What follows belongs to an exercise in optimizing a design on an open flow for small area; a production flow would make more cautious choices. No run shown here included a check of the RTL's function; only the layout flow was run. Power and IR drop assume default switching activity. The flow treats the clock pin as an ideal source, which a real chip does not have.

### flow/run.sh
#!/bin/bash
# Own layout flow: the standard flow (standard.sh) with these changes:
#  - synthesis maps the logic with an area-oriented ABC script (flow/abc_area.script)
#    in place of ORFS's delay-oriented one; everything else in the synthesis, and so
#    every register, its name and its cell, is the standard synthesis's
#  - the port buffers are sky130_fd_sc_hd__buf_1
#  - clock tree: sink clusters of up to 28 flip-flops within 100 um, clkbuf_8 above the leaves, no dummy loads
# Each tool's output is in orfs/logs/ (one log per step) and in flow.log here.
set -euo pipefail
W=$(pwd)
F=$W/flow

# The standard flow's synthesis script, with yosys' abc command given our script
{
	echo "proc abc {args} { set i [lsearch -exact \$args -script]; if {\$i >= 0} { lset args [expr {\$i + 1}] $F/abc_area.script }; yosys abc {*}\$args }"
	cat "$W/synth_recipe.tcl"
} > "$W/own_synth.tcl"
sed -e "s#SYNTH_SCRIPT=[^ ]*synth_recipe.tcl#SYNTH_SCRIPT=$W/own_synth.tcl#" "$W/standard.sh" > "$W/own_standard.sh"
grep -q "SYNTH_SCRIPT=$W/own_synth.tcl" "$W/own_standard.sh"

bash "$W/own_standard.sh" \
	"BUFFER_PORTS_ARGS=-buffer_cell sky130_fd_sc_hd__buf_1" \
	"CTS_ARGS=-sink_clustering_enable -repair_clock_nets -sink_clustering_size 28 -sink_clustering_max_diameter 100 -tree_buf sky130_fd_sc_hd__clkbuf_8 -dont_use_dummy_load" \
	finish > "$W/flow.log" 2>&1
### flow/abc_area.script
strash
&get -n
&fraig -x
&put
scorr
dc2
dretime
strash
&get -n
&dch -f
&nf -R 1000
&put
### standard.sh
#!/bin/bash
# synth_recipe.tcl (not shown) runs the flow's synth.tcl, then flattens the netlist and writes it again
# the make line also repeats each setting of config.mk as NAME=value (left out here)
make -C /OpenROAD-flow-scripts/flow DESIGN_CONFIG=/design/flow/config.mk WORK_HOME=/design/flow/orfs CLKGATE_MAP_FILE= SYNTH_SCRIPT=/design/flow/synth_recipe.tcl "${@:-finish}"
### config.mk
export PLATFORM = sky130hd
export DESIGN_NAME = selen_l1_cache
export DESIGN_NICKNAME = selen_l1_cache
export VERILOG_FILES = /design/flow/design.v
export SDC_FILE = /design/flow/constraint.sdc
export NUM_CORES = 8
export LEC_CHECK = 0
export CAP_MARGIN = 20
export CORE_MARGIN = 2
export CORE_UTILIZATION = 70
export PLACE_DENSITY = 0.75
export SLEW_MARGIN = 20
### constraint.sdc
create_clock -name core_clock -period 12.0 [get_ports {clk}]
set_input_delay 2.4000 -clock core_clock [delete_from_list [all_inputs] [get_ports {clk}]]
set_output_delay 2.4000 -clock core_clock [all_outputs]
set_load 0.01 [all_outputs]
### design.v
module l1_lrum
(
	input               clk,
	input               rst_n,
	input               req,
	input               idx,
	input   [3:0]       ld_val_vect,
	input   [3:0]       tag_cmp_vect,
	output              hit,
	output  [3:0]       hit_vect,
	output  [3:0]       way_vect
);
	reg        req_r;
	reg        idx_r;
	reg        bypass_r;
	reg  [3:0] bypass_used_r;
	reg  [3:0] used0_r;
	reg  [3:0] used1_r;
	wire [3:0] used;
	wire [3:0] alloc;
	wire [3:0] upd;
	wire [3:0] used_next;
	always @(posedge clk or negedge rst_n)
		if(~rst_n) req_r <= 1'b0;
		else req_r <= req;
	always @(posedge clk) idx_r <= idx;
	always @(posedge clk or negedge rst_n)
		if(~rst_n) bypass_r <= 1'b0;
		else if(req) bypass_r <= (idx == idx_r);
	always @(posedge clk or negedge rst_n)
		if(~rst_n) bypass_used_r <= 4'b0;
		else if(req_r) bypass_used_r <= used_next;
	always @(posedge clk or negedge rst_n)
		if(~rst_n) used0_r <= 4'b0;
		else if(req_r & ~idx_r) used0_r <= used_next;
	always @(posedge clk or negedge rst_n)
		if(~rst_n) used1_r <= 4'b0;
		else if(req_r & idx_r) used1_r <= used_next;
	assign used = bypass_r ? bypass_used_r : (idx_r ? used1_r : used0_r);
	assign hit_vect = ld_val_vect & tag_cmp_vect;
	assign hit      = (|hit_vect) & req_r;
	assign alloc[0] = ~used[0];
	assign alloc[1] = ~used[1] & used[0];
	assign alloc[2] = ~used[2] & (&used[1:0]);
	assign alloc[3] = ~used[3] & (&used[2:0]);
	assign way_vect  = hit ? hit_vect : alloc;
	assign upd       = used | way_vect;
	assign used_next = (&upd) ? way_vect : upd;
endmodule
module l1_mau
(
	input               clk,
	input               rst_n,
	input               l1i_req_val,
	input       [26:0]  l1i_req_line,
	output              l1i_req_ack,
	output              l1i_beat_we,
	input               l1d_req_val,
	input               l1d_req_nc,
	input               l1d_req_we,
	input       [31:0]  l1d_req_addr,
	input       [31:0]  l1d_req_wdata,
	input       [1:0]   l1d_req_sz,
	output              l1d_req_ack,
	output              l1d_ack_nc,
	output              l1d_ack_we,
	output              l1d_beat_we,
	output      [2:0]   beat_idx,
	output      [31:0]  nc_data,
	input               wb_ack_i,
	input       [31:0]  wb_dat_i,
	output      [31:0]  wb_dat_o,
	output      [31:0]  wb_adr_o,
	output              wb_cyc_o,
	input               wb_stall_i,
	output      [3:0]   wb_sel_o,
	output              wb_stb_o,
	output              wb_we_o
);
	reg  [2:0]  tok_r [0:3];
	reg  [2:0]  wp_r, ip_r, ap_r;
	reg  [31:0] ws0_addr_r, ws1_addr_r;
	reg  [31:0] ws0_data_r, ws1_data_r;
	reg  [1:0]  ws0_sz_r,   ws1_sz_r;
	reg         ws0_val_r,  ws1_val_r;
	wire        ws_pop, ws_move;
	wire        ack_full, ack_empty, hdr_empty, dat_full;
	wire        req_d_val, req_i_val, w_ack, w_ack_wr, w_ack_nc;
	reg         d_req_rd_accepted_r;
	reg         i_req_rd_accepted_r;
	reg         tr_state_r;
	reg  [2:0]  tr_cnt_r;
	wire [2:0]  h_tok = tok_r[ip_r[1:0]];
	wire        h_d  = h_tok[2];
	wire        h_wr = h_tok[1];
	wire        h_nc = h_tok[0];
	wire        tr_fin;
	reg         ack_state_r;
	reg  [2:0]  ack_cnt_r;
	reg         ack_state_next;
	reg  [2:0]  ack_cnt_next;
	wire [2:0]  a_tok = tok_r[ap_r[1:0]];
	wire        a_d  = a_tok[2];
	wire        a_wr = a_tok[1];
	wire        a_nc = a_tok[0];
	wire [2:0]  ack_cnt = (a_wr | a_nc) ? 3'd0 : 3'd7;
	wire        r_ack;
	wire        l1d_beat_nc_we;
	wire        req_ack;
	reg         ack_type_r, ack_wr_r, ack_nc_r;
	assign ack_full  = (wp_r[2] ^ ap_r[2]) & (wp_r[1:0] == ap_r[1:0]);
	assign ack_empty = (wp_r == ap_r);
	assign hdr_empty = (wp_r == ip_r);
	assign dat_full  = ws0_val_r & ws1_val_r;
	assign req_d_val = l1d_req_val & (~dat_full | ~l1d_req_we) & ~d_req_rd_accepted_r & ~ack_full;
	assign req_i_val = l1i_req_val & (~l1d_req_val | d_req_rd_accepted_r) & ~i_req_rd_accepted_r & ~ack_full;
	assign w_ack    = req_d_val | req_i_val;
	assign w_ack_wr = req_d_val & l1d_req_we;
	assign w_ack_nc = req_d_val & l1d_req_nc;
	always @(posedge clk or negedge rst_n) begin
		if(~rst_n) d_req_rd_accepted_r <= 1'b0;
		else if(d_req_rd_accepted_r) d_req_rd_accepted_r <= ~(req_ack & ~ack_wr_r & ack_type_r);
		else d_req_rd_accepted_r <= req_d_val & ~l1d_req_we;
	end
	always @(posedge clk or negedge rst_n) begin
		if(~rst_n) i_req_rd_accepted_r <= 1'b0;
		else if(i_req_rd_accepted_r) i_req_rd_accepted_r <= ~(req_ack & ~ack_type_r);
		else i_req_rd_accepted_r <= req_i_val;
	end
	always @(posedge clk) if(w_ack) tok_r[wp_r[1:0]] <= {req_d_val, w_ack_wr, w_ack_nc};
	assign ws_pop  = tr_fin & h_wr;
	assign ws_move = ws1_val_r & (~ws0_val_r | ws_pop);
	always @(posedge clk)
		if(w_ack_wr) begin
			ws1_addr_r <= l1d_req_addr;
			ws1_sz_r   <= l1d_req_sz;
		end
	always @(posedge clk)
		if(w_ack_wr | l1d_beat_nc_we)
			ws1_data_r <= w_ack_wr ? l1d_req_wdata : wb_dat_i;
	always @(posedge clk)
		if(ws_move) begin
			ws0_addr_r <= ws1_addr_r;
			ws0_data_r <= ws1_data_r;
			ws0_sz_r   <= ws1_sz_r;
		end
	always @(posedge clk or negedge rst_n) begin
		if(~rst_n) begin
			ws0_val_r <= 1'b0;
			ws1_val_r <= 1'b0;
		end else begin
			ws0_val_r <= ws_move | (ws0_val_r & ~ws_pop);
			ws1_val_r <= w_ack_wr | (ws1_val_r & ~ws_move);
		end
	end
	always @(posedge clk or negedge rst_n) begin
		if(~rst_n) begin
			wp_r  <= 3'd0;
			ip_r  <= 3'd0;
			ap_r  <= 3'd0;
		end else begin
			if(w_ack)           wp_r  <= wp_r + 3'd1;
			if(tr_fin)          ip_r  <= ip_r + 3'd1;
			if(r_ack)           ap_r  <= ap_r + 3'd1;
		end
	end
	assign tr_fin = tr_state_r & (tr_cnt_r == 3'd0) & ~wb_stall_i;
	always @(posedge clk or negedge rst_n) begin
		if(~rst_n) begin
			tr_state_r <= 1'b0;
			tr_cnt_r   <= 3'd0;
		end else if(~tr_state_r) begin
			if(~hdr_empty) begin
				tr_state_r <= 1'b1;
				tr_cnt_r   <= (h_nc | h_wr) ? 3'd0 : 3'd7;
			end
		end else if(~wb_stall_i) begin
			if(tr_cnt_r == 3'd0) tr_state_r <= 1'b0;
			else tr_cnt_r <= tr_cnt_r - 3'd1;
		end
	end
	wire [31:0] h_addr  = h_wr ? ws0_addr_r : h_d ? l1d_req_addr : {l1i_req_line, 5'b0};
	wire [1:0]  ws_sz   = ws0_sz_r;
	assign wb_stb_o = tr_state_r;
	assign wb_we_o  = h_wr;
	assign wb_adr_o = (h_wr | h_nc) ? h_addr : {h_addr[31:5], ~tr_cnt_r, 2'b00};
	assign wb_sel_o = ws_sz[0] ? 4'b0001 : ws_sz[1] ? 4'b0011 : 4'b1111;
	assign wb_dat_o = ws0_data_r;
	assign nc_data  = ws1_data_r;
	assign wb_cyc_o = ~ack_empty;
	always @* begin
		ack_state_next = ack_state_r;
		ack_cnt_next   = ack_cnt_r;
		if(~ack_state_r | (ack_cnt_r == 3'd0)) begin
			if(wb_ack_i) begin
				ack_state_next = 1'b1;
				ack_cnt_next   = ack_cnt;
			end else begin
				ack_state_next = 1'b0;
			end
		end else if(wb_ack_i) begin
			ack_cnt_next = ack_cnt_r - 3'd1;
		end
	end
	assign r_ack   = ack_state_next & (ack_cnt_next == 3'd0);
	assign req_ack = ack_state_r & (ack_cnt_r == 3'd0);
	always @(posedge clk or negedge rst_n) begin
		if(~rst_n) begin
			ack_state_r <= 1'b0;
			ack_cnt_r   <= 3'd0;
		end else begin
			ack_state_r <= ack_state_next;
			ack_cnt_r   <= ack_cnt_next;
		end
	end
	always @(posedge clk) begin
		if(r_ack) begin
			ack_type_r <= a_d;
			ack_nc_r   <= a_nc;
			ack_wr_r   <= a_wr;
		end
	end
	assign beat_idx       = (~ack_state_r | (ack_cnt_r == 3'd0)) ? 3'd0 : (3'd0 - ack_cnt_r);
	assign l1i_beat_we    = wb_ack_i & ~a_d;
	assign l1d_beat_we    = wb_ack_i & a_d & ~a_wr & ~a_nc;
	assign l1d_beat_nc_we = wb_ack_i & a_d & ~a_wr & a_nc;
	assign l1i_req_ack = req_ack & ~ack_type_r;
	assign l1d_req_ack = w_ack_wr | (req_ack & ack_type_r & ~ack_wr_r);
	assign l1d_ack_nc  = (w_ack_wr & w_ack_nc) | ack_nc_r;
	assign l1d_ack_we  = w_ack_wr;
endmodule
module l1d_top
(
	input               clk,
	input               rst_n,
	input               core_req_val,
	input       [31:0]  core_req_addr,
	input       [2:0]   core_req_cop,
	input       [31:0]  core_req_wdata,
	input       [2:0]   core_req_size,
	output              core_req_ack,
	output reg  [31:0]  core_ack_data,
	output              mau_req_val,
	output              mau_req_nc,
	output              mau_req_we,
	output      [31:0]  mau_req_addr,
	output      [31:0]  mau_req_wdata,
	output      [1:0]   mau_req_sz,
	input               mau_req_ack,
	input               mau_ack_nc,
	input               mau_ack_we,
	input               beat_we,
	input       [31:0]  nc_data,
	input       [2:0]   beat_idx,
	input       [31:0]  beat_data
);
	wire        s0_req_val;
	wire        s0_req_nc;
	wire        s0_req_wr;
	wire        s0_req_rd;
	reg  [3:0]  s0_word_be;
	reg         del_buf_val_r;
	reg  [29:0] del_buf_addr_r;
	reg  [31:0] del_buf_data_r;
	reg  [3:0]  del_buf_word_be_r;
	reg         del_buf_hit_r;
	reg         del_buf_dm_wr_r;
	wire        del_buf_need_dm_wr;
	wire        del_buf_clean;
	wire        del_buf_addr_hit;
	wire        del_buf_be_hit;
	reg         del_buf_addr_hit_r;
	wire        del_buf_idx = del_buf_addr_r[3];
	wire [2:0]  del_buf_word = del_buf_addr_r[2:0];
	reg         s1_req_val_r;
	reg  [31:0] s1_req_addr_r;
	reg         s1_req_we_r;
	reg         s1_req_nc_r;
	reg  [31:0] s1_req_wdata_r;
	reg  [1:0]  s1_req_sz_r;
	wire [25:0] s1_req_tag_r  = s1_req_addr_r[31:6];
	wire        s1_req_idx_r  = s1_req_addr_r[5];
	wire [2:0]  s1_req_word_r = s1_req_addr_r[4:2];
	wire        stall;
	wire        fill_ack;
	wire        dm_blocked;
	wire        req_ack;
	wire        req_we_ack;
	wire        req_rd_ack;
	reg         mau_req_ack_r;
	reg         mau_ack_nc_r;
	reg  [25:0] tag_r [0:7];
	reg  [7:0]  vld_r;
	wire [3:0]  tag_cmp_vect;
	wire [3:0]  ld_val_vect;
	wire        lru_req;
	reg         lru_req_r;
	wire        lru_hit;
	wire [3:0]  hit_vect;
	wire [3:0]  lru_way_vect;
	reg  [3:0]  lru_way_vect_r;
	reg  [31:0] dm_r [0:63];
	wire        dbw_we;
	wire [31:0] dm_wdata;
	wire [3:0]  wr_way;
	wire        wr_en;
	wire [2:0]  wr_word_idx;
	wire        nc_sel;
	wire [3:0]  rd_way;
	reg  [31:0] dm_word;
	assign s0_req_val = core_req_val & ~stall;
	assign s0_req_nc  = (core_req_cop == 3'b010) | (core_req_cop == 3'b011);
	assign s0_req_wr  = (core_req_cop == 3'b001);
	assign s0_req_rd  = (core_req_cop == 3'b000);
	always @* begin
		if     (core_req_size == 1) s0_word_be = 4'b0001 << core_req_addr[1:0];
		else if(core_req_size == 2) s0_word_be = 4'b0011 << core_req_addr[1:0];
		else                        s0_word_be = 4'b1111;
	end
	assign del_buf_need_dm_wr = s1_req_val_r & s1_req_we_r & lru_hit;
	assign fill_ack   = mau_req_ack & ~mau_ack_nc & ~mau_ack_we;
	assign dm_blocked = (s0_req_val & s0_req_rd) | fill_ack;
	assign del_buf_clean = (del_buf_dm_wr_r & ~dm_blocked) | (~del_buf_dm_wr_r & ~del_buf_need_dm_wr);
	assign del_buf_addr_hit = (del_buf_addr_r == core_req_addr[31:2]);
	assign del_buf_be_hit   = (s0_word_be == (del_buf_word_be_r & s0_word_be));
	always @(posedge clk or negedge rst_n) begin
		if(~rst_n) begin
			del_buf_val_r      <= 1'b0;
			del_buf_hit_r      <= 1'b0;
			del_buf_addr_hit_r <= 1'b0;
		end else begin
			del_buf_val_r      <= (s0_req_val & s0_req_wr) | (del_buf_val_r & ~del_buf_clean);
			del_buf_addr_hit_r <= del_buf_val_r & s0_req_val & s0_req_rd & del_buf_addr_hit;
			del_buf_hit_r      <= del_buf_val_r & s0_req_val & s0_req_rd & del_buf_addr_hit & del_buf_be_hit;
		end
	end
	always @(posedge clk) begin
		if(s0_req_val & s0_req_wr) begin
			del_buf_addr_r    <= core_req_addr[31:2];
			del_buf_word_be_r <= s0_word_be;
		end
	end
	always @(posedge clk) if(s0_req_val & s0_req_wr) del_buf_data_r <= core_req_wdata;
	always @(posedge clk or negedge rst_n) begin
		if(~rst_n) del_buf_dm_wr_r <= 1'b0;
		else del_buf_dm_wr_r <= (del_buf_need_dm_wr & dm_blocked) | (del_buf_dm_wr_r & ~del_buf_clean);
	end
	assign lru_req = s0_req_val & ~s0_req_nc;
	always @(posedge clk or negedge rst_n) begin
		if(~rst_n) lru_req_r <= 1'b0;
		else lru_req_r <= lru_req;
	end
	always @(posedge clk) if(lru_req_r) lru_way_vect_r <= lru_way_vect;
	l1_lrum lrum
	(
		.clk          (clk),
		.rst_n        (rst_n),
		.req          (lru_req),
		.idx          (core_req_addr[5]),
		.ld_val_vect  (ld_val_vect),
		.tag_cmp_vect (tag_cmp_vect),
		.hit          (lru_hit),
		.hit_vect     (hit_vect),
		.way_vect     (lru_way_vect)
	);
	always @(posedge clk, negedge rst_n) begin
		if(~rst_n) s1_req_val_r <= 1'b0;
		else if(~stall) s1_req_val_r <= s0_req_val;
		else s1_req_val_r <= ~mau_req_ack;
	end
	always @(posedge clk) if(~stall) s1_req_we_r   <= (core_req_cop == 3'b011) | (core_req_cop == 3'b001);
	always @(posedge clk) if(~stall) s1_req_nc_r   <= s0_req_nc;
	always @(posedge clk) if(~stall) s1_req_addr_r <= core_req_addr;
	always @(posedge clk) if(~stall) s1_req_wdata_r <= core_req_wdata;
	always @(posedge clk) if(~stall) s1_req_sz_r    <= {core_req_size == 2, core_req_size == 1};
	assign stall = (s1_req_we_r) ? (s1_req_val_r & ~mau_req_ack) :
	                               (s1_req_val_r & ~(lru_hit | del_buf_hit_r));
	assign mau_req_val   = s1_req_val_r & (s1_req_nc_r | s1_req_we_r | ~(lru_hit | del_buf_hit_r));
	assign mau_req_nc    = s1_req_nc_r;
	assign mau_req_we    = s1_req_we_r;
	assign mau_req_addr  = (s1_req_we_r | s1_req_nc_r) ? s1_req_addr_r : {s1_req_tag_r, s1_req_idx_r, 5'b0};
	assign mau_req_wdata = s1_req_wdata_r;
	assign mau_req_sz    = s1_req_sz_r;
	always @(posedge clk or negedge rst_n)
		if(~rst_n) mau_req_ack_r <= 1'b0;
		else mau_req_ack_r <= mau_req_ack & ~mau_ack_we;
	always @(posedge clk) mau_ack_nc_r <= mau_ack_nc;
	assign req_ack    = req_rd_ack | req_we_ack | mau_req_ack_r;
	assign req_rd_ack = ~s1_req_we_r & (lru_hit | del_buf_hit_r);
	assign req_we_ack = s1_req_val_r & s1_req_we_r & ~stall;
	assign dbw_we      = del_buf_need_dm_wr;
	assign wr_way      = beat_we ? lru_way_vect_r : lru_way_vect;
	assign wr_word_idx = beat_we ? beat_idx : s1_req_word_r;
	assign wr_en       = beat_we | dbw_we;
	genvar mb;
	generate
		for(mb = 0; mb < 4; mb = mb + 1) begin : g_merge
			assign dm_wdata[mb*8+:8] = beat_we ? beat_data[mb*8+:8] :
			                           del_buf_word_be_r[mb] ? del_buf_data_r[mb*8+:8] : dm_word[mb*8+:8];
		end
	endgenerate
	genvar w, k;
	generate
		for(w = 0; w < 4; w = w + 1) begin : g_way
			assign tag_cmp_vect[w] = (tag_r[{s1_req_idx_r, w[1:0]}] == s1_req_tag_r);
			assign ld_val_vect[w]  = vld_r[{s1_req_idx_r, w[1:0]}];
		end
		for(k = 0; k < 8; k = k + 1) begin : g_tag
			always @(posedge clk)
				if(fill_ack & lru_way_vect_r[k%4] & (s1_req_idx_r == k/4))
					tag_r[k] <= s1_req_tag_r;
			always @(posedge clk or negedge rst_n)
				if(~rst_n) vld_r[k] <= 1'b0;
				else if(fill_ack & lru_way_vect_r[k%4] & (s1_req_idx_r == k/4))
					vld_r[k] <= 1'b1;
		end
		for(k = 0; k < 64; k = k + 1) begin : g_dm
			always @(posedge clk)
				if(wr_en & wr_way[(k/8)%4] & (s1_req_idx_r == k/32) & (wr_word_idx == k%8))
					dm_r[k] <= dm_wdata;
		end
	endgenerate
	assign nc_sel = mau_req_ack_r & mau_ack_nc_r;
	assign rd_way = lru_hit ? hit_vect : (lru_way_vect_r & {4{~nc_sel}});
	integer i;
	always @* begin
		dm_word = {32{nc_sel}} & nc_data;
		for(i = 0; i < 4; i = i + 1)
			if(rd_way[i]) dm_word = dm_word | dm_r[{s1_req_idx_r, i[1:0], s1_req_word_r}];
	end
	genvar bb;
	generate
		for(bb = 0; bb < 4; bb = bb + 1) begin : g_out
			wire db_byte = del_buf_hit_r | (del_buf_addr_hit_r & del_buf_word_be_r[bb]);
			always @* core_ack_data[bb*8+:8] = db_byte ? del_buf_data_r[bb*8+:8] : dm_word[bb*8+:8];
		end
	endgenerate
	assign core_req_ack = req_ack;
endmodule
module l1i_top
(
	input               clk,
	input               rst_n,
	input               core_req_val,
	input       [31:0]  core_req_addr,
	output              core_req_ack,
	output      [31:0]  core_ack_data,
	output              mau_req_val,
	output      [26:0]  mau_req_line,
	input               mau_req_ack,
	input               beat_we,
	input       [31:0]  beat_data
);
	reg         rdy1_r, rdy2_r, rdy3_r;
	wire        req_val;
	reg  [29:0] req_addr_r;
	reg         req_val_r;
	wire [25:0] req_tag_r  = req_addr_r[29:4];
	wire        req_idx_r  = req_addr_r[3];
	wire [2:0]  req_word_r = req_addr_r[2:0];
	wire        req_ack;
	reg         mau_req_was_send_r;
	reg         mau_req_ack_r;
	reg  [25:0] tag_r [0:7];
	reg  [7:0]  vld_r;
	wire [3:0]  tag_cmp_vect;
	wire [3:0]  ld_val_vect;
	wire        lru_hit;
	wire [3:0]  hit_vect;
	wire [3:0]  lru_way_vect;
	reg  [3:0]  lru_way_vect_r;
	reg  [31:0] dm_r [0:63];
	wire [3:0]  rd_way;
	always @(posedge clk or negedge rst_n)
		if(~rst_n) begin
			rdy1_r <= 1'b0;
			rdy2_r <= 1'b0;
			rdy3_r <= 1'b0;
		end else begin
			rdy1_r <= 1'b1;
			rdy2_r <= rdy1_r;
			rdy3_r <= rdy2_r;
		end
	assign req_val = rdy2_r & core_req_val & (req_ack | ~rdy3_r);
	always @(posedge clk) if(req_val) req_addr_r <= core_req_addr[31:2];
	always @(posedge clk or negedge rst_n)
		if(~rst_n) req_val_r <= 1'b0;
		else req_val_r <= req_val;
	assign req_ack = mau_req_ack_r | lru_hit;
	always @(posedge clk) if(req_val_r) lru_way_vect_r <= lru_way_vect;
	l1_lrum lrum
	(
		.clk          (clk),
		.rst_n        (rst_n),
		.req          (req_val),
		.idx          (core_req_addr[5]),
		.ld_val_vect  (ld_val_vect),
		.tag_cmp_vect (tag_cmp_vect),
		.hit          (lru_hit),
		.hit_vect     (hit_vect),
		.way_vect     (lru_way_vect)
	);
	always @(posedge clk or negedge rst_n) begin
		if(~rst_n) mau_req_was_send_r <= 1'b0;
		else if(mau_req_was_send_r) mau_req_was_send_r <= ~mau_req_ack;
		else mau_req_was_send_r <= mau_req_val;
	end
	assign mau_req_val  = (req_val_r & ~lru_hit) | mau_req_was_send_r;
	assign mau_req_line = {req_tag_r, req_idx_r};
	always @(posedge clk or negedge rst_n)
		if(~rst_n) mau_req_ack_r <= 1'b0;
		else mau_req_ack_r <= mau_req_ack;
	genvar w, k;
	generate
		for(w = 0; w < 4; w = w + 1) begin : g_way
			assign tag_cmp_vect[w] = (tag_r[{req_idx_r, w[1:0]}] == req_tag_r);
			assign ld_val_vect[w]  = vld_r[{req_idx_r, w[1:0]}];
		end
		for(k = 0; k < 8; k = k + 1) begin : g_tag
			always @(posedge clk)
				if(mau_req_ack & lru_way_vect_r[k%4] & (req_idx_r == k/4))
					tag_r[k] <= req_tag_r;
			always @(posedge clk or negedge rst_n)
				if(~rst_n) vld_r[k] <= 1'b0;
				else if(mau_req_ack & lru_way_vect_r[k%4] & (req_idx_r == k/4))
					vld_r[k] <= 1'b1;
		end
		for(k = 0; k < 64; k = k + 1) begin : g_dm
			wire [31:0] shift_in;
			if(k%8 == 7) begin : g_top
				assign shift_in = beat_data;
			end else begin : g_mid
				assign shift_in = dm_r[k+1];
			end
			always @(posedge clk)
				if(beat_we & lru_way_vect_r[(k/8)%4] & (req_idx_r == k/32))
					dm_r[k] <= shift_in;
		end
	endgenerate
	assign rd_way = req_val_r ? hit_vect : lru_way_vect_r;
	wire [63:0] rd_sel;
	reg  [31:0] rd_data;
	genvar q;
	generate
		for(q = 0; q < 64; q = q + 1) begin : g_sel
			assign rd_sel[q] = rd_way[(q/8)%4] & (req_idx_r == q/32) & (req_word_r == q%8);
		end
	endgenerate
	integer i;
	always @* begin
		rd_data = 32'b0;
		for(i = 0; i < 64; i = i + 1)
			rd_data = rd_data | ({32{rd_sel[i]}} & dm_r[i]);
	end
	assign core_req_ack  = req_ack;
	assign core_ack_data = rd_data;
endmodule
module selen_l1_cache
(
	input                           clk,
	input                           rst_n,
	input                           l1i_req_val,
	input   [32-1:0]  l1i_req_addr,
	output                          l1i_req_ack,
	output  [32-1:0]  l1i_ack_data,
	input                           l1d_req_val,
	input   [32-1:0]  l1d_req_addr,
	input   [3-1:0]   l1d_req_cop,
	input   [32-1:0]  l1d_req_wdata,
	input   [3-1:0]  l1d_req_size,
	output                          l1d_req_ack,
	output  [32-1:0]  l1d_ack_data,
	input   [32-1:0]  wb_dat_i,
	output  [32-1:0]  wb_dat_o,
	input                           wb_ack_i,
	output  [32-1:0]  wb_adr_o,
	output                          wb_cyc_o,
	input                           wb_stall_i,
	output  [(32 / 8)-1:0]    wb_sel_o,
	output                          wb_stb_o,
	output                          wb_we_o
);
	wire        i_mau_req_val;
	wire [26:0] i_mau_req_line;
	wire        i_mau_req_ack;
	wire        i_beat_we;
	wire        d_mau_req_val;
	wire        d_mau_req_nc;
	wire        d_mau_req_we;
	wire [31:0] d_mau_req_addr;
	wire [31:0] d_mau_req_wdata;
	wire [1:0]  d_mau_req_sz;
	wire        d_mau_req_ack;
	wire        d_mau_ack_nc;
	wire        d_mau_ack_we;
	wire        d_beat_we;
	wire [31:0] nc_data;
	wire [2:0]  beat_idx;
	l1i_top l1i
	(
		.clk           (clk),
		.rst_n         (rst_n),
		.core_req_val  (l1i_req_val),
		.core_req_addr (l1i_req_addr),
		.core_req_ack  (l1i_req_ack),
		.core_ack_data (l1i_ack_data),
		.mau_req_val   (i_mau_req_val),
		.mau_req_line  (i_mau_req_line),
		.mau_req_ack   (i_mau_req_ack),
		.beat_we       (i_beat_we),
		.beat_data     (wb_dat_i)
	);
	l1d_top l1d
	(
		.clk            (clk),
		.rst_n          (rst_n),
		.core_req_val   (l1d_req_val),
		.core_req_addr  (l1d_req_addr),
		.core_req_cop   (l1d_req_cop),
		.core_req_wdata (l1d_req_wdata),
		.core_req_size  (l1d_req_size),
		.core_req_ack   (l1d_req_ack),
		.core_ack_data  (l1d_ack_data),
		.mau_req_val    (d_mau_req_val),
		.mau_req_nc     (d_mau_req_nc),
		.mau_req_we     (d_mau_req_we),
		.mau_req_addr   (d_mau_req_addr),
		.mau_req_wdata  (d_mau_req_wdata),
		.mau_req_sz     (d_mau_req_sz),
		.mau_req_ack    (d_mau_req_ack),
		.mau_ack_nc     (d_mau_ack_nc),
		.mau_ack_we     (d_mau_ack_we),
		.beat_we        (d_beat_we),
		.nc_data        (nc_data),
		.beat_idx       (beat_idx),
		.beat_data      (wb_dat_i)
	);
	l1_mau mau
	(
		.clk            (clk),
		.rst_n          (rst_n),
		.l1i_req_val    (i_mau_req_val),
		.l1i_req_line   (i_mau_req_line),
		.l1i_req_ack    (i_mau_req_ack),
		.l1i_beat_we    (i_beat_we),
		.l1d_req_val    (d_mau_req_val),
		.l1d_req_nc     (d_mau_req_nc),
		.l1d_req_we     (d_mau_req_we),
		.l1d_req_addr   (d_mau_req_addr),
		.l1d_req_wdata  (d_mau_req_wdata),
		.l1d_req_sz     (d_mau_req_sz),
		.l1d_req_ack    (d_mau_req_ack),
		.l1d_ack_nc     (d_mau_ack_nc),
		.l1d_ack_we     (d_mau_ack_we),
		.l1d_beat_we    (d_beat_we),
		.beat_idx       (beat_idx),
		.nc_data        (nc_data),
		.wb_ack_i       (wb_ack_i),
		.wb_dat_i       (wb_dat_i),
		.wb_dat_o       (wb_dat_o),
		.wb_adr_o       (wb_adr_o),
		.wb_cyc_o       (wb_cyc_o),
		.wb_stall_i     (wb_stall_i),
		.wb_sel_o       (wb_sel_o),
		.wb_stb_o       (wb_stb_o),
		.wb_we_o        (wb_we_o)
	);
endmodule
==> results of run 1 <==
## how the worst max path moves through the flow
stage	slack, ns	cells past startpoint	to	start
finish	1.89	16	l1d_ack_data[29]	l1d.s1_req_addr_r[5]
global route	1.79	18	l1i_ack_data[22]	l1i.req_addr_r[3]
CTS	2.02	18	l1i_ack_data[22]	l1i.req_addr_r[3]
detailed placement	3.05	18	l1i_ack_data[22]	l1i.req_addr_r[3]
global placement	3.14	18	l1i_ack_data[22]	l1i.req_addr_r[3]
floorplan	-16.54	1	l1i.dm_r[24][0]	l1i.req_addr_r[3]
## cell usage after synthesis, types with 20 or more instances
| cell | instances | area, um2 |
|---|---|---|
| nand2_1 | 486 | 1820 |
| xor2_1 | 38 | 333 |
| dfrtp_1 | 76 | 1900 |
| nand4_1 | 193 | 1210 |
| clkinv_1 | 83 | 312 |
| and3_1 | 20 | 125 |
| a221oi_1 | 281 | 2460 |
| nor4_1 | 52 | 325 |
| xnor2_1 | 97 | 850 |
| a22oi_1 | 365 | 2740 |
| edfxtp_1 | 4831 | 145000 |
| or2_0 | 23 | 144 |
| a22o_1 | 93 | 815 |
| nor2_1 | 320 | 1200 |
| mux2i_1 | 247 | 2470 |
| a21oi_1 | 118 | 591 |
| a211oi_1 | 20 | 150 |
| nand2b_1 | 21 | 131 |
| a2111oi_0 | 28 | 245 |
| nor3_1 | 46 | 230 |
| o21ai_0 | 112 | 561 |
| o22ai_1 | 54 | 338 |
| nand3_1 | 177 | 886 |
| a222oi_1 | 873 | 8740 |
## cell type report
type / instances / area (um2) / area share [%]
flip-flops and latches: 4910 / 147000 / 77.5
multi-input cells: 3854 / 29700 / 15.6
clock buffers: 193 / 4650 / 2.45
well taps: 3330 / 4170 / 2.20
repair buffers: 601 / 3930 / 2.07
inverters: 83 / 314 / 0.165
diodes: 23 / 57.6 / 0.0303
## through the flow
stage | area [um2] | utilization (%) | instances
after floorplan | 176000 | - | 8849
after global placement | 185000 | 74.2 | 12800
after detailed placement | 185000 | 74.3 | 12800
after CTS | 189000 | 76.1 | 13000
after global routing | 190000 | 76.2 | 13000
final | 190000 | 76.3 | 13000
## layout by cell type (no fill, tap or decap), types with 13 or more instances in the layout
cell / n
edfxtp_1: 4831
a222oi_1: 873
nand2_1: 473
a22oi_1: 365
buf_4: 293
a221oi_1: 281
buf_1: 272
mux2i_1: 247
nand4_1: 193
nand3_1: 177
clkbuf_16: 177
nor2_1: 172
nor2_4: 141
a21oi_1: 114
o21ai_0: 101
xnor2_1: 97
clkinv_1: 82
dfrtp_1: 76
a22o_1: 74
o22ai_1: 54
nor4_1: 49
nor3_1: 40
xor2_1: 38
buf_12: 28
diode_2: 23
nand2b_1: 21
a2111oi_0: 21
a211oi_1: 20
or2_0: 19
mux2_1: 18
a22o_4: 17
clkbuf_8: 16
and3_1: 15
nor2b_1: 14
and4_1: 14
ha_1: 14
and2_0: 13
## sequential cells by signal, summed over array words and instances, names as in the netlist, 8 cells and up
signal / count
mau.ws1_addr_r: 32
mau.tok_r: 12
l1d.del_buf_data_r: 32
l1d.vld_r: 8
l1i.req_addr_r: 30
l1i.dm_r: 2048
l1d.s1_req_wdata_r: 32
l1d.s1_req_addr_r: 32
mau.ws0_addr_r: 32
l1i.tag_r: 208
l1i.vld_r: 8
l1d.tag_r: 208
l1d.del_buf_addr_r: 30
mau.ws0_data_r: 32
l1d.dm_r: 2048
mau.ws1_data_r: 32
## where the power goes
| group | leakage [nW] | internal [mW] | switching (mW) |
|---|---|---|---|
| clock | 2.30 | 2.74 | 4.76 |
| sequential | 44.5 | 21.2 | 0.575 |
| combinational | 11.5 | 1.59 | 4.99 |
| total | 58.3 | 25.5 | 10.3 |
## critical path, stage by stage (launching register included)
cell,delay [ns]
edfxtp_1,0.97
buf_12,0.43
buf_12,0.38
mux2i_1,0.36
o21ai_0,0.12
or4_1,0.49
nor4_1,0.30
nand4_1,0.13
nor2_1,0.30
o41ai_4,0.23
nor2_1,0.24
a21o_2,0.45
buf_4,0.53
a31oi_1,0.29
a2111oi_0,0.80
a21oi_1,0.31
buf_1,0.21
## logic make-up after synthesis
| family | Yosys count | synth area share, % |
|---|---|---|
| AND/OR/NAND/NOR | 1412 | 3.77 |
| flip-flops | 4910 | 83.8 |
| other | 1 | 0.00214 |
| AO/OA/AOI/OAI | 2021 | 9.84 |
| buffers and inverters | 85 | 0.186 |
| adder cells (fa/ha/maj) | 14 | 0.0999 |
| XOR/XNOR | 135 | 0.674 |
| multiplexers | 270 | 1.59 |
## per-layer routing
metal | up-vias | GRT usage [%] | share of wire, %
met3 | 1791 | 12.0 | 17
met2 | 10000 | 61.5 | 45
met4 | 26 | 20.8 | 6.5
met5 | - | 0 | 0.084
met1 | 51000 | 54.2 | 32
li1 | 40100 | - | -
==> out/metrics.csv, run 1 <==
stage;metric;value;unit
run_status;outcome;complete, no violations;
sta;finClkSkew;0.142;ns
sta;slew-limit-headroom;10.5;%
sta;worst_pin_slew;1.34;ns
setup_path;required;9.60;ns
placement;gp_congestion;0.882;
grt;grt_max_degree;183;
grt;grt_usage;40.5;%
die;initial_utilization;70.5;%
placement;dp_hpwl;294;mm
die;die-area;255000;um2
clock_network;cts_buffer_depth;3;
yosys;ys_seq_area_share;83.8;%
route;drt-initial-drc-count;22700;
setup_path;reg2reg_from;l1d.s1_req_addr_r[5];
pwr;p_total;35.8;mW
grt;antenna_found_initial;26;
clock_network;holdBufCountCts;0;
route;routed-via-count;103000;
die;die_width;505;um
flow_run;cap_violations;0;
die;core-area;249000;um2
worst_hold_path;min_from;l1i.dm_r[53][7];
pwr;power-per-cell-area;189;nW/um2
final_layout;area_delta_synth_final;8.23;%
clock_network;ctsHtreeMaxLevel;4;
yosys;syn_area;175000;um2
yosys;yosys_warnings;8;
sta;fin_crit;10.11;ns
final_layout;drive_gt1_share;7.78;%
sta;rsz0062_at_grt;false;
setup_path;worst_ep_arrival_time;7.71;ns
clock_network;clk_pin_slew;0.11;ns
final_layout;num-nets-final;9797;
sta;tns;0;ns
clock_network;clk_root_buffer_cell;clkbuf_16;
pwr;cellLeakagePower;58.3;nW
clock_network;clock-sinks;4910;
route;viasPerCell;7.92;
sta;slew_viol_final;0;
sta;setup_slack;1.89;ns
die;row_count;183;
yosys;synthArstFlopShare;1.55;%
route;wl_per_cell;40.2;um
yosys;ys_seq_elements;4910;
final_layout;num-fill-cells;13600;
setup_path;timing.rr.end;l1d.dm_r[37][15];
yosys;syn_inst;8848;
route;finalWirelength;522;mm
yosys;ys_types;61;
yosys;synth_area_per_cell;19.8;um2
grt;grt_pass1_vias;98600;
clock_network;postCtsSetupRepairBufs;0;
grt;grt_pass1_wl;724;mm
worst_hold_path;hold_path_end;l1i.dm_r[52][7];
grt;gr-total-overflow;0;
sta;setup_viol;0;
setup_path;ff2ff_setup_slack;4.20;ns
clock_network;cts_buffers;193;
yosys;synth_edf_count;4831;
sta;max_freq;98.9;MHz
placement;portBuffers;273;
clock_network;tritoncts;built;
worst_hold_path;min_path_cells;0;
sta;hold_ws;0.353;ns
setup_path;cp-start-kind;register;
yosys;synthFlopType;edfxtp_1;
worst_hold_path;min_path_type;register to register;
setup_path;end_kind;primary output;
clock_network;clk_latency;1.00;ns
setup_path;worstSetupPathType;register to primary output;
die;ios;277;
setup_path;reg2regPathDepth;19;
clock_network;cts_resized;0;
sta;final_hold_viol_count;0;
pwr;vdd_drop_max;0.235;mV
route;firstDrtPassIters;12;
setup_path;path_max_fanout;72;
route;ant_nets;0;
placement;post-place-ws;3.05;ns
sta;fin_crit_sh;84.3;%
die;die_y;505;um
route;drcViolationCount;0;
==> run 2: changes to the inputs <==
--- a/design.v
+++ b/design.v
@@ -1,3 +1,6 @@
 module l1_lrum
+#(
+	parameter BYPASS = 1
+)
 (
 	input               clk,
@@ -25,10 +28,19 @@
 		else req_r <= req;
 	always @(posedge clk) idx_r <= idx;
-	always @(posedge clk or negedge rst_n)
-		if(~rst_n) bypass_r <= 1'b0;
-		else if(req) bypass_r <= (idx == idx_r);
-	always @(posedge clk or negedge rst_n)
-		if(~rst_n) bypass_used_r <= 4'b0;
-		else if(req_r) bypass_used_r <= used_next;
+	generate
+		if(BYPASS) begin : g_bypass
+			always @(posedge clk or negedge rst_n)
+				if(~rst_n) bypass_r <= 1'b0;
+				else if(req) bypass_r <= (idx == idx_r);
+			always @(posedge clk or negedge rst_n)
+				if(~rst_n) bypass_used_r <= 4'b0;
+				else if(req_r) bypass_used_r <= used_next;
+		end else begin : g_no_bypass
+			always @* begin
+				bypass_r      = 1'b0;
+				bypass_used_r = 4'b0;
+			end
+		end
+	endgenerate
 	always @(posedge clk or negedge rst_n)
 		if(~rst_n) used0_r <= 4'b0;
@@ -489,5 +501,5 @@
 	assign req_ack = mau_req_ack_r | lru_hit;
 	always @(posedge clk) if(req_val_r) lru_way_vect_r <= lru_way_vect;
-	l1_lrum lrum
+	l1_lrum #(.BYPASS(0)) lrum
 	(
 		.clk          (clk),
==> run 2 against run 1 <==
  * Global-route usage up 0.20 points
  * Maximum frequency shrank 2.1%
  * Cell count shrank 0.21%
  * Critical endpoint is now l1i_ack_data[8]
  * Die area fell by 0.11%
  * Design area is essentially flat
  * Via count decreased by 0.60%
  * Clock-buffer cell count is the same
==> out/metrics.csv, run 2 <==
stage;metric;value;unit
run_status;outcome;complete, no violations;
grt;grt_pass1_wl;726;mm
clock_network;cts_buffer_depth;3;
clock_network;postCtsSetupRepairBufs;0;
setup_path;timing.rr.end;l1d.dm_r[8][9];
yosys;ys_seq_elements;4905;
route;finalWirelength;523;mm
yosys;syn_area;175000;um2
clock_network;clk_root_buffer_cell;clkbuf_16;
route;ant_nets;0;
flow_run;cap_violations;0;
sta;worst_pin_slew;1.23;ns
yosys;synth_edf_count;4831;
clock_network;holdBufCountCts;0;
route;firstDrtPassIters;13;
sta;slew_viol_final;0;
die;die_y;504;um
clock_network;clk_pin_slew;0.10;ns
setup_path;crit_path_end;l1i_ack_data[8];
placement;gp_congestion;0.868;
setup_path;reg2reg_from;l1d.s1_req_addr_r[5];
yosys;synth_area_per_cell;19.9;um2
pwr;p_total;35.8;mW
clock_network;ctsHtreeMaxLevel;4;
pwr;power-per-cell-area;189;nW/um2
route;wl_per_cell;40.3;um
yosys;syn_inst;8822;
final_layout;fin_area;190000;um2
sta;setup_slack;1.67;ns
grt;grt_pass1_vias;98000;
pwr;vdd_drop_max;0.209;mV
setup_path;crit_family;simple AND/OR/NAND/NOR gates;
clock_network;cts_resized;0;
sta;setup_viol;0;
sta;rsz0062_at_grt;false;
setup_path;crit_slowest_cell;nor2_4;
final_layout;final_common_cell;edfxtp_1;
clock_network;clock-sinks;4905;
yosys;netlist_top_cells_count;edfxtp_1 (4831), a222oi_1 (926), nand2_1 (508);
final_layout;num-nets-final;9767;
sta;max_freq;96.8;MHz
yosys;yosys.area.top_type;edfxtp_1;
final_layout;drive_gt1_share;7.91;%
die;die-area;254000;um2
route;viasPerCell;7.89;
yosys;yosys_warnings;9;
sta;fin_crit_sh;86.1;%
grt;grt_max_degree;172;
clock_network;clk_latency;0.97;ns
final_layout;top_regs;l1d.dm_r: 2048 flops, l1i.dm_r: 2048 flops;
setup_path;required;9.60;ns
pwr;cellLeakagePower;58.4;nW
yosys;synthFlopType;edfxtp_1;
placement;portBuffers;273;
setup_path;reg2regPathDepth;15;
sta;slew-limit-headroom;17.9;%
placement;post-place-ws;2.83;ns
setup_path;worst_ep_arrival_time;7.93;ns
yosys;yosysTopAreaCellShare;82.8;%
final_layout;area_delta_synth_final;8.29;%
setup_path;worst-path-buf-inv;3;
grt;grt_usage;40.7;%
setup_path;path_max_fanout;28;
final_layout;layout_common_cells;edfxtp_1 (4831), a222oi_1 (926), nand2_1 (495), a22oi_1 (298), buf_4 (287);
die;ios;277;
setup_path;ff2ff_setup_slack;4.61;ns
sta;fin_crit;10.33;ns
route;routed-via-count;102000;
yosys;yosysMostFrequentCell;edfxtp_1;
setup_path;worstSetupStartpoint;l1i.req_addr_r[3];
die;row_count;183;
sta;tns;0;ns
worst_hold_path;min_path_type;register to register;
sta;final_hold_viol_count;0;
placement;dp_hpwl;289;mm
setup_path;end_kind;primary output;
die;core-area;249000;um2
yosys;ys_types;59;
setup_path;cp-start-kind;register;
die;initial_utilization;70.5;%
die;die_width;504;um
sta;finClkSkew;0.108;ns
setup_path;crit_chain;buf_4 > mux2i_1 > o21ai_0 > or4_1 > a2111oi_0 > nand4_1 > o21ai_0 > nand2b_1 > nor2_4 > buf_4 > a22o_1 > a221oi_1 > and4_1 > nand3_1 > nor4_1 > nand4_1 > buf_1;
setup_path;cp_num_cells;17;
grt;gr-total-overflow;0;
route;drcViolationCount;0;
final_layout;fin_cells;13000;
clock_network;cts_buffers;193;
clock_network;tritoncts;built;
yosys;synthTopCellsByArea;edfxtp_1 (83%), a222oi_1 (5.3%), mux2i_1 (1.4%), a22oi_1 (1.3%), a221oi_1 (1.2%);
setup_path;worstSetupPathType;register to primary output;
route;drt-initial-drc-count;22200;
yosys;synthArstFlopShare;1.45;%
placement;post_dp_cell_area;185000;um2
yosys;ys_seq_area_share;83.9;%
placement;dp_cells;12700;
setup_path;slowest_delay;1.05;ns
grt;antenna_found_initial;34;
-- run 2: logic make-up after synthesis --
logic type,share of synthesized area [%]
DFF,83.9
AOI/OAI and AO/OA,9.79
and+or+nand+nor,3.80
muxes,1.58
xor gates and xnor gates,0.670
buffers and inverters,0.204
adders and majority gates,0.100
other,0.00214
-- run 2: cell type report --
cell class,count,area (um2)
antenna,26,65.1
clock buffer,193,4650
fill,13600,58900
inverter,91,344
multi-input combinational,3825,29700
sequential,4905,147000
tap,3330,4170
timing repair buffer,597,3910
-- run 2: where the power goes --
part	switching, mW	internal, mW	total (mW)	leakage, nW
clock network	4.73	2.74	7.48	2.30
logic	5.15	1.60	6.76	11.7
registers	0.528	21.1	21.6	44.5
total	10.4	25.4	35.8	58.4
-- run 2: layer usage --
metal / global-route usage [%] / vias to the layer above / share of wire, %
met5: 0 / - / 0.024
met4: 23.6 / 16 / 7.4
met3: 11.4 / 1764 / 16
met2: 62.0 / 9756 / 45
met1: 53.5 / 50700 / 31
li1: - / 40000 / -
-- run 2: worst min-delay path by stage --
stage	cells past startpoint	end	from	slack [ns]
3_5_place_dp	0	l1i.rdy2_r	l1i.rdy1_r	0.34
6_report	0	l1i.rdy2_r	l1i.rdy1_r	0.36
4_1_cts	0	l1i.rdy2_r	l1i.rdy1_r	0.37
5_1_grt	0	l1i.rdy2_r	l1i.rdy1_r	0.38
2_1_floorplan	0	l1i.rdy2_r	l1i.rdy1_r	0.33
3_3_place_gp	0	l1i.rdy2_r	l1i.rdy1_r	0.34
-- run 2: metrics by stage --
| step | util, % | hold slack [ns] |
|---|---|---|
| after floorplan | - | 0.331 |
| after global placement | 74.2 | 0.335 |
| after detailed placement | 74.3 | 0.339 |
| after CTS | 76.1 | 0.366 |
| after global routing | 76.3 | 0.376 |
| final | 76.3 | 0.363 |
-- run 2: worst reg2reg max path, delay by kind of cell (launching register included) --
kind / cells / cell delay [ns]
compound gates: 6 / 2.13
buf+inv: 3 / 1.25
flops: 1 / 0.42
mux: 1 / 0.50
simple gates: 5 / 2.73

[re-timing with driven ports]
How much do the figures lean on ideal ports? The routed layouts below were timed once more, with nothing changed but the port constraints.
Step 1 assumes that a clkbuf_16 drives the clock port and a buf_2 every other input.
Step 2 also shifts input and output timing later by t, the mid clock arrival at the registers, as if the neighbouring blocks saw the same clock.
Three values: ideal ports, drivers, drivers and shift; two values: the first two.
| run | t, ns | slack for setup (ns) | hold WS [ns] | worst setup path at the end |
|---|---|---|---|---|
| run 1 | 1.029 | 1.888 / 1.786 / 2.815 | 0.353 / 0.353 / 0.353 | register to output |
| run 2 | 1.012 | 1.672 / 1.565 / 2.578 | 0.363 / 0.363 / 0.363 | register to output |
After both steps setup and hold are still met in every run listed.
